Source: an optimization exercise on an open RTL-to-GDS flow (aim: a short achievable clock period and few clock cycles). Production flows keep margins and buffers that such runs may drop. Function was checked by simulation only, so behaviour that the tests miss may differ from the original. Power and IR drop assume default switching activity.

--- flow/config.mk ---
export PLATFORM = sky130hd
export DESIGN_NAME = top
export DESIGN_NICKNAME = top
export VERILOG_FILES = /design/flow/design.v
export SDC_FILE = /design/flow/constraint.sdc
export NUM_CORES = 4
export LEC_CHECK = 0
export CAP_MARGIN = 20
export CORE_MARGIN = 2
export CORE_UTILIZATION = 40
export PLACE_DENSITY = 0.6
export SETUP_SLACK_MARGIN = 5
export SLEW_MARGIN = 20
--- flow/constraint.sdc ---
create_clock -name core_clock -period 11.0 [get_ports {clk}]
set_input_delay 2.2000 -clock core_clock [delete_from_list [all_inputs] [get_ports {clk}]]
set_output_delay 2.2000 -clock core_clock [all_outputs]
set_load 0.01 [all_outputs]
--- flow/design.v ---
module top (
    input         clk,
    input         reset,
    output [31:0] PC,
    input  [31:0] Instr,
    output        MemWrite,
    output [31:0] DataAdr,
    output [31:0] WriteData,
    input  [31:0] ReadData
);
    reg  [31:0] pc_f;                
    reg  [31:0] ir;                  
    reg  [31:0] pc8_x;               
    reg         v_x;                 
    reg  [31:0] rf [0:14];
    reg         fN, fZ, fC, fV;
    reg         mw_m;                
    reg  [31:0] adr_m, wd_m;
    reg         ld_m;                
    reg  [3:0]  ldrd_m;
    assign PC        = pc_f;
    assign MemWrite  = mw_m;
    assign DataAdr   = adr_m;
    assign WriteData = wd_m;
    wire [3:0] cond = ir[31:28];
    wire [1:0] op   = ir[27:26];
    wire       ibit = ir[25];
    wire [3:0] cmd  = ir[24:21];
    wire       sbit = ir[20];
    wire [3:0] rn   = ir[19:16];
    wire [3:0] rd   = ir[15:12];
    wire [3:0] rm   = ir[3:0];
    wire is_dp  = (op == 2'b00);
    wire is_mem = (op == 2'b01);
    wire is_br  = (op == 2'b10);
    wire is_ld  = is_mem &  sbit;
    wire is_st  = is_mem & ~sbit;
    reg condex;
    always @(*) begin
        case (cond)
            4'b0000: condex = fZ;
            4'b0001: condex = ~fZ;
            4'b0010: condex = fC;
            4'b0011: condex = ~fC;
            4'b0100: condex = fN;
            4'b0101: condex = ~fN;
            4'b0110: condex = fV;
            4'b0111: condex = ~fV;
            4'b1000: condex = fC & ~fZ;
            4'b1001: condex = ~fC | fZ;
            4'b1010: condex = ~(fN ^ fV);
            4'b1011: condex = fN ^ fV;
            4'b1100: condex = ~fZ & ~(fN ^ fV);
            4'b1101: condex = fZ | (fN ^ fV);
            4'b1110: condex = 1'b1;
            default: condex = 1'bx;
        endcase
    end
    reg [1:0] aluc;
    always @(*) begin
        if (is_dp) begin
            case (cmd)
                4'b0100: aluc = 2'b00;
                4'b0010: aluc = 2'b01;
                4'b0000: aluc = 2'b10;
                4'b1100: aluc = 2'b11;
                default: aluc = 2'b00;
            endcase
        end else
            aluc = 2'b00;
    end
    wire rd_rn  = is_dp | is_mem;
    wire rd_rm  = is_dp & ~ibit;
    wire rd_rdd = is_st;
    wire stall  = v_x & ld_m &
                  ((rd_rn & rn == ldrd_m) | (rd_rm & rm == ldrd_m) | (rd_rdd & rd == ldrd_m));
    wire go     = v_x & ~stall & condex;
    wire [3:0]  ra2  = is_st ? rd : rm;
    wire [31:0] rd1  = (rn  == 4'd15) ? pc8_x : rf[rn];
    wire [31:0] rd2  = (ra2 == 4'd15) ? pc8_x : rf[ra2];
    wire [31:0] srca = is_br ? pc8_x : rd1;
    wire [31:0] srcb = (is_dp & ibit) ? {24'd0, ir[7:0]} :
                       is_mem         ? {20'd0, ir[11:0]} :
                       is_br          ? {{6{ir[23]}}, ir[23:0], 2'b00} : rd2;
    wire        sub  = (aluc == 2'b01);
    wire [32:0] sum  = {1'b0, srca} + {1'b0, sub ? ~srcb : srcb} + {32'd0, sub};
    reg  [31:0] res;
    always @(*) begin
        case (aluc)
            2'b00, 2'b01: res = sum[31:0];
            2'b10:        res = srca & srcb;
            default:      res = srca | srcb;
        endcase
    end
    wire rN = res[31];
    wire rZ = (res == 32'd0);
    wire rC = ~aluc[1] & (sum[32] ^ sub);
    wire rV = ~(srca[31] ^ srcb[31] ^ aluc[0]) & (srca[31] ^ res[31]) & ~aluc[1];
    wire flagw_nz = is_dp & sbit;
    wire flagw_cv = is_dp & sbit & ~aluc[1];
    wire regw_x   = go & (is_dp | is_ld);
    wire dp_we    = go & is_dp & (rd != 4'd15);
    wire redirect = go & (is_br | (is_dp & rd == 4'd15));
    wire [31:0] pc_plus4 = pc_f + 32'd4;
    wire [31:0] pc_next  = redirect ? res : (stall ? pc_f : pc_plus4);
    integer i;
    always @(posedge clk) begin
        for (i = 0; i < 15; i = i + 1) begin
            if (dp_we && rd == i)
                rf[i] <= res;
            else if (ld_m && ldrd_m == i)
                rf[i] <= ReadData;
        end
    end
    always @(posedge clk or posedge reset) begin
        if (reset) begin
            pc_f  <= 32'd0;
            v_x   <= 1'b0;
            fN <= 1'b0; fZ <= 1'b0; fC <= 1'b0; fV <= 1'b0;
            mw_m  <= 1'b0;
            ld_m  <= 1'b0;
        end else begin
            pc_f <= pc_next;
            if (!stall) v_x <= ~redirect;
            if (go & flagw_nz) begin fN <= rN; fZ <= rZ; end
            if (go & flagw_cv) begin fC <= rC; fV <= rV; end
            mw_m <= go & is_st;
            ld_m <= go & is_ld;
        end
    end
    always @(posedge clk) begin
        if (!stall) begin
            ir    <= Instr;
            pc8_x <= pc_f + 32'd8;
        end
        ldrd_m <= rd;
        adr_m  <= res;
        wd_m   <= rd2;
    end
endmodule
--- flow/run.sh ---
#!/bin/bash
# synth_recipe.tcl (not shown) runs the flow's synth.tcl, then flattens the netlist and writes it again
# the make line also repeats each setting of config.mk as NAME=value (left out here)
make -C /OpenROAD-flow-scripts/flow DESIGN_CONFIG=/design/flow/config.mk WORK_HOME=/design/flow/orfs CLKGATE_MAP_FILE= SYNTH_SCRIPT=/design/flow/synth_recipe.tcl finish
==> run_results.csv <==
group,metric,value,unit
status,status,"no timing/DRC/antenna violations",
final_layout,drive_gt1_share,18.2,%
sta,tightestPinTransition,1.08,ns
logic_synthesis,synth_nets,3901,
sta,maxSlewViolCount,0,
global_routing,grt_max_degree,61,
logic_synthesis,async_flop_share,5.99,%
power,power_leakage,16.8,nW
clock_network,cts-htree-levels,3,
routing,wl_per_cell,34.8,um
logic_synthesis,syn-instance-count,3799,
clock_network,worstSkewPairLatency,0.68,ns
logic_synthesis,synthFlopType,"edfxtp_1",
placed_design,port_buffers,162,
global_routing,gr-usage-all-layers,36.7,%
job,cap_violations,0,
logic_synthesis,synth_edf_count,544,
floorplanning,rows,111,
logic_synthesis,syn-mean-instance-area,9.75,um^2
sta,hold_viol_final,0,
sta,finalWorstPathRequiredPeriod,6.74,ns
critical_path,worstPathMaxFanout,24,
sta,finalCritPeriodShare,61.3,%
sta,relSlewSlack,25.9,%
clock_network,cts_num_sinks,651,
floorplanning,coreArea,91700,um^2
logic_synthesis,yosys.area.top_type,"edfxtp_1",
logic_synthesis,ys_ff_latch,651,
clock_network,clock-root-buffer,"clkbuf_16",
placed_design,dp_hpwl,103000,um
sta,finClkSkew,0.0272,ns
logic_synthesis,synth_warnings,2,
floorplanning,io_pins,163,
floorplanning,die_h,308,um
final_layout,area_growth,22.8,%
sta,fin_tns_setup,0,ns
critical_path,crit_required,11.58,ns
floorplanning,initial_utilization,40.4,%
routing,drc_errors,0,
clock_network,cts.path.max_buffers,3,
logic_synthesis,synth.cell_area,37000,um^2
routing,vias,35823,
power,power_density,195,nW/um^2
routing,wl,181000,um
final_layout,fill_cells,8236,
global_routing,grt-ovfl-total,0,
clock_network,clk_transition_reported_paths,0.06,ns
floorplanning,die_x,308,um
critical_path,crit_arrival,7.32,ns
clock_network,cts_buffers,74,
clock_network,cts_tree,"yes",
worst_hold_path,min_path_type,"flip-flop to flip-flop",
routing,ant_nets,0,
global_routing,grt_antenna_before_repair,14,
sta,rsz0062_at_grt,"yes",
logic_synthesis,ys_top_cells_by_area,"edfxtp_1 44%, o21ai_0 7.1%, nand2_1 6.3%",
logic_synthesis,synth.distinct_cells,97,
logic_synthesis,yosys.area.top_type_share,44.1,%
sta,hold-worst-slack,0.486,ns
logic_synthesis,synth_seq_area_share,50.4,%
sta,fmax,148,MHz
floorplanning,die-area,95100,um^2
routing,viasPerCell,6.89,
routing,dr.pass1.iters,11,
routing,dr.first_iter.drc_count,7725,
placed_design,place_congestion,0.989,
critical_path,critPathLaunchType,"flip-flop",
global_routing,grt_pass1_vias,32674,
power,ir_drop,0.0980,mV
final_layout,layout.nets,4047,
sta,setup-violations-final,0,
critical_path,endpoint_kind,"flip-flop",
global_routing,grt_pass1_wl,246000,um
critical_path,crit_type,"flip-flop to flip-flop",
-- path summary, 6_finish.rpt --
path                          from       end  slack (ns)  cells past startpoint
max in group asynchronous    reset      mw_m        8.44                      2
min in group asynchronous    reset  pc_f[23]        2.00                      2
min                        pc_f[0]  pc8_x[0]        0.49                      0
max                         ir[17]        fZ        4.26                     25
max reg2reg                 ir[17]        fZ        4.26                     25
min reg2reg                pc_f[0]  pc8_x[0]        0.49                      0
-- layer usage --
metal | GRT usage [%] | share of wire (%)
met5 | 0.155 | 0.052
met4 | 23.9 | 8.0
met3 | 13.7 | 16
met2 | 52.5 | 41
met1 | 46.2 | 35
-- synthesized netlist by cell type, types with 22 or more instances --
library cell,instances
nand2_1,617
edfxtp_1,544
o21ai_0,527
clkbuf_1,282
a22oi_1,252
nor2_1,152
a21oi_1,116
mux2_2,99
nand3_1,91
xnor2_1,76
dfxtp_1,68
nand4_1,68
inv_1,66
o22ai_1,60
a222oi_1,49
mux2i_1,49
dfrtp_1,39
buf_1,38
nor3_1,38
xor2_1,38
ha_1,35
nand2b_1,29
o21ai_1,28
nor2b_1,23
and3_1,22
-- cell families after synthesis --
kind of cell / Yosys count / synth area share [%]
XOR/XNOR: 114 / 2.70
multiplexers: 164 / 5.09
flip-flops: 651 / 50.4
buffers and inverters: 414 / 4.39
AND/OR/NAND/NOR: 1167 / 14.6
AO/OA/AOI/OAI: 1231 / 21.0
adder cells (fa/ha/maj): 58 / 1.84
-- placed cells by master (no fill, tap or decap), drive strengths merged, types with 16 or more instances in the layout --
master / instances
o22ai: 60
or3: 20
clkinv: 19
xor2: 38
dfrtp: 39
xnor2: 76
inv: 69
clkbuf: 114
nand2: 617
edfxtp: 544
nor3: 40
a21oi: 117
nand2b: 29
buf: 236
nand4: 68
dfxtp: 68
ha: 35
clkdlybuf4s50: 162
a31oi: 20
maj3: 22
nor2: 152
a21o: 18
a22oi: 252
mux2i: 51
mux2: 113
a222oi: 49
o21ai: 555
and3: 22
nor2b: 23
nand3: 91
o21a: 16
-- layout make-up --
type / count / area [um^2] / share of cell area (%)
Clock inverter: 29 / 420 / 0.924
Clock buffer: 109 / 2140 / 4.69
Multi-Input combinational cell: 2744 / 18500 / 40.6
Timing Repair Buffer: 405 / 4050 / 8.89
Tap cell: 1186 / 1480 / 3.26
Inverter: 69 / 269 / 0.591
Antenna cell: 5 / 12.5 / 0.0275
Sequential cell: 651 / 18700 / 41.0
-- through the flow --
step / setup WS, ns / utilization (%) / cell area (um^2) / total power [mW] / cells
after detailed placement: 2.30 / 43.7 / 40000 / 5.50 / 4910
final: 4.26 / 49.6 / 45500 / 8.89 / 5198
after global placement: 2.37 / 43.7 / 40000 / 5.50 / 4910
after floorplan: 5.00 / - / 37100 / 4.36 / 3799
after global routing: 4.24 / 49.6 / 45500 / 9.08 / 5194
after CTS: 4.56 / 48.6 / 44600 / 8.47 / 5151
-- worst max-delay path, stage by stage, from the launching register on --
cell and delay [ns]:
edfxtp_1 0.50, buf_4 0.23, buf_4 0.41, inv_1 0.29, buf_4 0.30, o21a_1 0.20
a31oi_1 0.14, o31ai_1 0.09, a211oi_1 0.87, o31ai_1 0.34, ha_4 0.40, and4_4 0.21
and2_4 0.14, a21bo_4 0.24, a21oi_4 0.17, buf_6 0.12, buf_6 0.08, nor2_4 0.03
o211ai_1 0.22, a21oi_2 0.11, xnor2_2 0.16, mux2i_4 0.26, and3_1 0.20, nand4_1 0.13
or4b_4 0.54, o41ai_4 0.20
-- repair_timing --
| item | CTS | global route |
|---|---|---|
| endpoints found under the setup margin | 626 | 340 |
| cloned | 13 | 6 |
| hold buffers | 0 | 0 |
| pin swaps | 59 | 58 |
| gates resized for setup | 214 | 153 |
| buffers inserted | 90 | 36 |
-- power by group --
group	switching [mW]	internal [mW]
clock	1.12	1.53
combinational	1.85	1.20
sequential	0.266	2.93
-- registers in the layout (all words and copies together) (netlist names), 4 cells and up --
signal / flops
rf: 480
adr_m: 32
ir: 32
pc8_x: 32
pc_f: 32
wd_m: 32
ldrd_m: 4
Testbench counts, summed over its fixed seeds: cycles 44,680.

==> re-timing with driven ports <==
Ports are ideal in the flow. The routed layout listed here was re-timed in OpenROAD.
Step 1, drivers: a clkbuf_16 drives clk and a buf_2 each remaining input, both assumed.
Step 2 also shifts input and output timing later by t, the mid clock arrival at the registers, as if the neighbouring blocks saw the same clock.
Slacks: no drivers / after step 1 / after step 2; pairs: no drivers / after step 1.
shift t [ns]: 0.734
setup WS [ns]: 4.258 / 4.258 / 4.258
latest minus earliest clock arrival (ns): 0.027 / 0.027
After both steps this run still meets setup and hold. For this run, drivers alone change the setup slack by 0.000 ns; drivers and shift together by 0.000 ns.
